What follows belongs to an exercise in optimizing a design on an open flow for small area, a short achievable clock period and few clock cycles; a production flow would make more cautious choices. Where RTL was checked, it was by simulation tests only, not by an equivalence proof against the original. The flow treats the clock pin as an ideal source. Dropping or thinning the clock tree relies on that and would not hold on a real chip. No activity file was given, so power comes from the tool's default toggle rates.

==> inputs of build 27 <==
## cache_top
module cache_top #(
    parameter ADDR_WIDTH = 16,
    parameter ADDR_WIDTH_SRAM = 8,
    parameter DATA_WIDTH = 8,
    parameter DEPTH = 2**ADDR_WIDTH_SRAM
)(
    input clk,
    input rst,
    input [ADDR_WIDTH-1:0] Address_cpu,
    input wr_rd_cpu,
    input cs_cpu,
    input [DATA_WIDTH-1:0] DOut_cpu,
    output wire [DATA_WIDTH-1:0] din_cpu,
    output wire rdy_cpu,
    input [DATA_WIDTH-1:0] DOut_sdram,
    output wire [ADDR_WIDTH-1:0] Address_sdram,
    output wire wr_rd_sdram,
    output wire mstrb_sdram,
    output wire [DATA_WIDTH-1:0] din_sdram
);
==> module cache_controller, before the edit <==
module cache_controller (
    input clk,
    input rst,
    input cs_cpu,
    output reg rdy
);
reg [1:0] cnt;
always @(posedge clk) begin
    cnt[0] <= cs_cpu && !cnt[1];
    cnt[1] <= cnt[0];
end
always @(posedge clk or posedge rst) begin
    if (rst)
        rdy <= 1'b0;
    else
        rdy <= cs_cpu && cnt[1] && !cnt[0];
end
endmodule
clock: 10.0 ns
lec_check: 0
abc_area: 1
cap_margin: 20
core_area: 3 3 61 61
cts_buf_list: sky130_fd_sc_hd__clkbuf_1
die_area: 0 0 64 64
place_density: 0.6
slew_margin: 20
standard.sh (not shown) runs the stock make flow with config.mk's settings and CLKGATE_MAP_FILE= SYNTH_SCRIPT=/design/flow/synth_recipe.tcl, a recipe that flattens the netlist after the stock synthesis.
==> flow/flow/run.sh <==
#!/bin/bash
# The standard layout (the standard.sh: ORFS synthesis to finish), with
# two changes: the port buffers are the platform's smallest buffer (buf_1)
# instead of the resizer's default pick, and the clock tree uses clkbuf_1
# with no dummy loads. Make's full output goes to standard_make.log; each
# ORFS step keeps its own log under orfs/logs/.
set -euo pipefail
bash standard.sh \
  "BUFFER_PORTS_ARGS=-buffer_cell sky130_fd_sc_hd__buf_1" \
  "CTS_ARGS=-sink_clustering_enable -repair_clock_nets -buf_list sky130_fd_sc_hd__clkbuf_1 -root_buf sky130_fd_sc_hd__clkbuf_1 -dont_use_dummy_load" \
  finish > standard_make.log 2>&1
==> build 71 (differences from build 27) <==
--- a/flow/design.v
+++ b/flow/design.v
@@ -7,11 +7,11 @@
 reg [1:0] cnt;
-always @(posedge clk) begin
-    cnt[0] <= cs_cpu && !cnt[1];
-    cnt[1] <= cnt[0];
-end
 always @(posedge clk or posedge rst) begin
-    if (rst)
+    if (rst) begin
+        cnt <= 2'b00;
         rdy <= 1'b0;
-    else
-        rdy <= cs_cpu && cnt[1] && !cnt[0];
+    end else begin
+        cnt[0] <= cs_cpu && !cnt[1];
+        cnt[1] <= cnt[0];
+        rdy <= cnt[1] && !cnt[0];
+    end
 end
--- a/flow/flow/run.sh
+++ b/flow/flow/run.sh
@@ -9,3 +9,3 @@
   "BUFFER_PORTS_ARGS=-buffer_cell sky130_fd_sc_hd__buf_1" \
-  "CTS_ARGS=-sink_clustering_enable -repair_clock_nets -buf_list sky130_fd_sc_hd__clkbuf_1 -root_buf sky130_fd_sc_hd__clkbuf_1 -dont_use_dummy_load" \
+  "CTS_ARGS=-sink_clustering_enable -repair_clock_nets -buf_list sky130_fd_sc_hd__clkbuf_1 -root_buf sky130_fd_sc_hd__clkbuf_1 -dont_use_dummy_load -no_insertion_delay" \
   finish > standard_make.log 2>&1
Settings changed: ABC_AREA 1 to default.
==> results.toml <==
[run_status]
status = "finished clean"

[global_route]
grt_pass1_wl_um = 634
busiest_layer = "met4"

[sta]
layout_setup_ws_ns = 6.00

[final_layout]
finalNetCount = 51
clock_cell_area_share_pct = 6.43

[route]
drtPass1Iterations = 1
the above is filed under build 71

==> results.toml <==
[final_layout]
clock_cell_area_share_pct = 6.72
finalNetCount = 53

[run_status]
status = "finished clean"

[global_route]
busiest_layer = "met3"

[route]
drtPass1Iterations = 2

[sta]
layout_setup_ws_ns = 6.00
the above is filed under build 27

Testbench counts of build 71, summed over its fixed seeds: cycles 16,000.
The RTL of build 27 was laid out without a check of its function.

* * *

==> inputs of try-indigo <==
==> flow/design.v <==
module cache_controller (
    input clk,
    input rst,
    input cs_cpu,
    output reg rdy
);
reg cs_q;    
always @(posedge clk or posedge rst) begin
    if (rst) begin
        cs_q <= 1'b0;
        rdy <= 1'b0;
    end else begin
        cs_q <= cs_cpu;
        rdy <= cs_q && !cs_cpu;
    end
end
endmodule
module cache_top #(
    parameter ADDR_WIDTH = 16,
    parameter ADDR_WIDTH_SRAM = 8,
    parameter DATA_WIDTH = 8,
    parameter DEPTH = 2**ADDR_WIDTH_SRAM
)(
    input clk,
    input rst,
    input [ADDR_WIDTH-1:0] Address_cpu,
    input wr_rd_cpu,
    input cs_cpu,
    input [DATA_WIDTH-1:0] DOut_cpu,
    output wire [DATA_WIDTH-1:0] din_cpu,
    output wire rdy_cpu,
    input [DATA_WIDTH-1:0] DOut_sdram,
    output wire [ADDR_WIDTH-1:0] Address_sdram,
    output wire wr_rd_sdram,
    output wire mstrb_sdram,
    output wire [DATA_WIDTH-1:0] din_sdram
);
    wire rdy;
    cache_controller controller (
        .clk(clk),
        .rst(rst),
        .cs_cpu(cs_cpu),
        .rdy(rdy)
    );
    assign rdy_cpu       = rdy;
    assign mstrb_sdram   = rdy;
    assign Address_sdram = Address_cpu;
    assign wr_rd_sdram   = wr_rd_cpu;
    assign din_sdram     = DOut_cpu;
    assign din_cpu       = DOut_sdram;
endmodule
==> flow/flow/run.sh <==
#!/bin/bash
# The standard layout (the standard.sh: ORFS synthesis to finish), with
# three changes: the port buffers are the platform's smallest buffer (buf_1)
# instead of the resizer's default pick; the clock tree is one clkbuf_1
# (flow/cts_one_buffer.tcl); and gates ABC mapped at drive strength 2 go
# back to strength 1 (flow/downsize.tcl). Make's full output goes to
# standard_make.log; each ORFS step keeps its own log under orfs/logs/.
set -euo pipefail
bash standard.sh \
  "BUFFER_PORTS_ARGS=-buffer_cell sky130_fd_sc_hd__buf_1" \
  "PRE_CTS_TCL=$PWD/flow/cts_one_buffer.tcl" \
  "POST_FLOORPLAN_TCL=$PWD/flow/downsize.tcl" \
  finish > standard_make.log 2>&1
==> flow/flow/cts_one_buffer.tcl <==
# PRE_CTS_TCL hook: for a design this small (three registers, placed close
# together) the clock tree is a single clkbuf_1 between the clock port and
# every register clock pin, placed at the registers' centre. It stands in
# for TritonCTS, whose H-tree here is a root buffer and two leaf buffers.
# The rest of cts.tcl (legalization, timing repair) runs as usual.
rename clock_tree_synthesis tritoncts_clock_tree_synthesis
proc clock_tree_synthesis {args} {
  set block [ord::get_db_block]
  set clk_net [[$block findBTerm clk] getNet]
  set sinks [$clk_net getITerms]
  if {[llength $sinks] == 0 || [llength $sinks] > 8} {
    # not the design this hook is for: leave it to TritonCTS
    return [tritoncts_clock_tree_synthesis {*}$args]
  }
  set sx 0; set sy 0
  foreach it $sinks {
    set bb [[$it getInst] getBBox]
    set sx [expr {$sx + ([$bb xMin] + [$bb xMax]) / 2}]
    set sy [expr {$sy + ([$bb yMin] + [$bb yMax]) / 2}]
  }
  set n [llength $sinks]
  set master [[ord::get_db] findMaster sky130_fd_sc_hd__clkbuf_1]
  set buf [odb::dbInst_create $block $master clkbuf_0_clk]
  set leaf [odb::dbNet_create $block clknet_0_clk]
  $leaf setSigType CLOCK
  $clk_net setSigType CLOCK
  foreach it $sinks {
    $it disconnect
    $it connect $leaf
  }
  [$buf findITerm A] connect $clk_net
  [$buf findITerm X] connect $leaf
  $buf setLocation [expr {$sx / $n}] [expr {$sy / $n}]
  $buf setPlacementStatus PLACED
  set_propagated_clock [all_clocks]
  puts "cts_one_buffer: clkbuf_1 drives $n register clock pins"
}
==> flow/flow/downsize.tcl <==
# POST_FLOORPLAN hook: area recovery on the synthesized netlist. ABC maps
# some logic gates at drive strength 2 where strength 1 does (every path in
# this design has several ns of slack); swap each such combinational gate
# for the strength-1 cell of the same function. Registers, buffers and
# clock cells are left alone; later repair steps may still upsize.
set n_swapped 0
foreach inst [[ord::get_db_block] getInsts] {
  set m [[$inst getMaster] getName]
  if {![regexp {^sky130_fd_sc_hd__((?:nand|nor|and|or|inv|xor|xnor|a|o)[0-9a-z_]*?)_([2-9]|1[0-9])$} $m -> base drive]} continue
  set small "sky130_fd_sc_hd__${base}_1"
  if {[[ord::get_db] findMaster $small] eq "NULL"} continue
  replace_cell [$inst getName] $small
  puts "downsize: [$inst getName] $m -> $small"
  incr n_swapped
}
puts "downsize: $n_swapped gates swapped"
==> flow/standard.sh <==
#!/bin/bash
# synth_recipe.tcl (not shown) runs the flow's synth.tcl, then flattens the netlist and writes it again
# the make line also repeats each setting of config.mk as NAME=value (left out here)
make -C /OpenROAD-flow-scripts/flow DESIGN_CONFIG=/design/flow/config.mk WORK_HOME=/design/flow/orfs CLKGATE_MAP_FILE= SYNTH_SCRIPT=/design/flow/synth_recipe.tcl "${@:-finish}"
==> flow/config.mk <==
export PLATFORM = sky130hd
export DESIGN_NAME = cache_top
export DESIGN_NICKNAME = cache_top
export VERILOG_FILES = /design/flow/design.v
export SDC_FILE = /design/flow/constraint.sdc
export NUM_CORES = 4
export LEC_CHECK = 0
export ABC_AREA = 0
export CAP_MARGIN = 20
export CORE_AREA = 3 3 61 61
export CTS_BUF_LIST = sky130_fd_sc_hd__clkbuf_1
export DIE_AREA = 0 0 64 64
export PLACE_DENSITY = 0.6
export SLEW_MARGIN = 20
==> flow/constraint.sdc <==
create_clock -name core_clock -period 10.0 [get_ports {clk}]
set_input_delay 2.0000 -clock core_clock [delete_from_list [all_inputs] [get_ports {clk}]]
set_output_delay 2.0000 -clock core_clock [all_outputs]
set_load 0.01 [all_outputs]
==> try-nickel (differences from try-indigo) <==
--- a/flow/design.v
+++ b/flow/design.v
@@ -6,10 +6,11 @@
 );
-reg cs_q;    
+reg [1:0] cnt;
 always @(posedge clk or posedge rst) begin
     if (rst) begin
-        cs_q <= 1'b0;
+        cnt <= 2'b00;
         rdy <= 1'b0;
     end else begin
-        cs_q <= cs_cpu;
-        rdy <= cs_q && !cs_cpu;
+        cnt[0] <= cs_cpu && !cnt[1];
+        cnt[1] <= cnt[0];
+        rdy <= cnt[1] && !cnt[0];
     end
==> flow/run.sh (new file) <==
#!/bin/bash
# synth_recipe.tcl (not shown) runs the flow's synth.tcl, then flattens the netlist and writes it again
# the make line also repeats each setting of config.mk as NAME=value (left out here)
make -C /OpenROAD-flow-scripts/flow DESIGN_CONFIG=/design/flow/config.mk WORK_HOME=/design/flow/orfs CLKGATE_MAP_FILE= SYNTH_SCRIPT=/design/flow/synth_recipe.tcl finish
Settings changed: ABC_AREA 0 to unset.
removed: flow/flow/run.sh
removed: flow/flow/cts_one_buffer.tcl
removed: flow/flow/downsize.tcl
removed: flow/standard.sh
==> try-ember (differences from try-indigo) <==
--- a/flow/design.v
+++ b/flow/design.v
@@ -6,11 +6,12 @@
 );
-reg cs_q;    
+reg [1:0] cnt_n;
+always @(posedge clk) begin
+    cnt_n[0] <= !(cs_cpu && cnt_n[1]);
+    cnt_n[1] <= cnt_n[0];
+end
 always @(posedge clk or posedge rst) begin
-    if (rst) begin
-        cs_q <= 1'b0;
+    if (rst)
         rdy <= 1'b0;
-    end else begin
-        cs_q <= cs_cpu;
-        rdy <= cs_q && !cs_cpu;
-    end
+    else
+        rdy <= cs_cpu && cnt_n[0] && !cnt_n[1];
 end
Settings changed: ABC_AREA 0 to 1.
==> summary.txt <==
Area after synthesis: try-indigo < try-ember < try-nickel. Final cell count, lowest first: try-indigo, try-ember, try-nickel. In combinational power, try-indigo and try-ember hardly differ. The highest register-to-register slack belongs to try-ember, the lowest to try-nickel. Fmax is about the same in try-indigo and try-nickel. Die area is the same in try-ember and try-nickel. Design area: try-nickel > try-ember > try-indigo. In critical path depth, try-ember and try-indigo do not differ. Clock power, highest first: try-nickel, try-ember, try-indigo. Synthesized cell count, lowest first: try-indigo, try-nickel, try-ember. Worst hold slack, highest first: try-indigo, try-nickel, try-ember.
Testbench counts of try-indigo, summed over its fixed seeds: cycles 19,200.
Testbench counts of try-nickel, summed over its fixed seeds: cycles 16,000.
Testbench counts of try-ember, summed over its fixed seeds: cycles 16,000.
The clock cells of try-indigo and try-ember come from the design's own scripts or RTL, not from TritonCTS.

[afterwards: timing with drivers on the ports]
The results above use ideal ports. As a check the final layouts listed here were re-extracted and re-timed, cells and wires unchanged. Step 1, drivers: a clkbuf_16 drives clk and a buf_2 each remaining input, both assumed. Step 2 also shifts input and output timing later by t, the mid clock arrival at the registers, as if the neighbouring blocks saw the same clock. Slacks: ideal / step 1 / step 2; pairs: ideal / step 1.
run | t (ns) | setup WS [ns] | worst data-port slew with drivers (ns)
build 27 | 0.226 | 5.999 / 5.930 / 5.930 | 0.10
build 71 | 0.228 | 6.000 / 5.943 / 5.943 | 0.08
try-indigo | 0.104 | 6.000 / 5.942 / 5.942 | 0.08
try-nickel | 0.242 | 6.000 / 5.943 / 5.943 | 0.08
try-ember | 0.124 | 6.000 / 5.935 / 5.935 | 0.09
After both steps setup and hold are still met in every run listed. For build 27, which loses most, drivers alone change the setup slack by -0.069 ns; drivers and shift together by -0.069 ns.
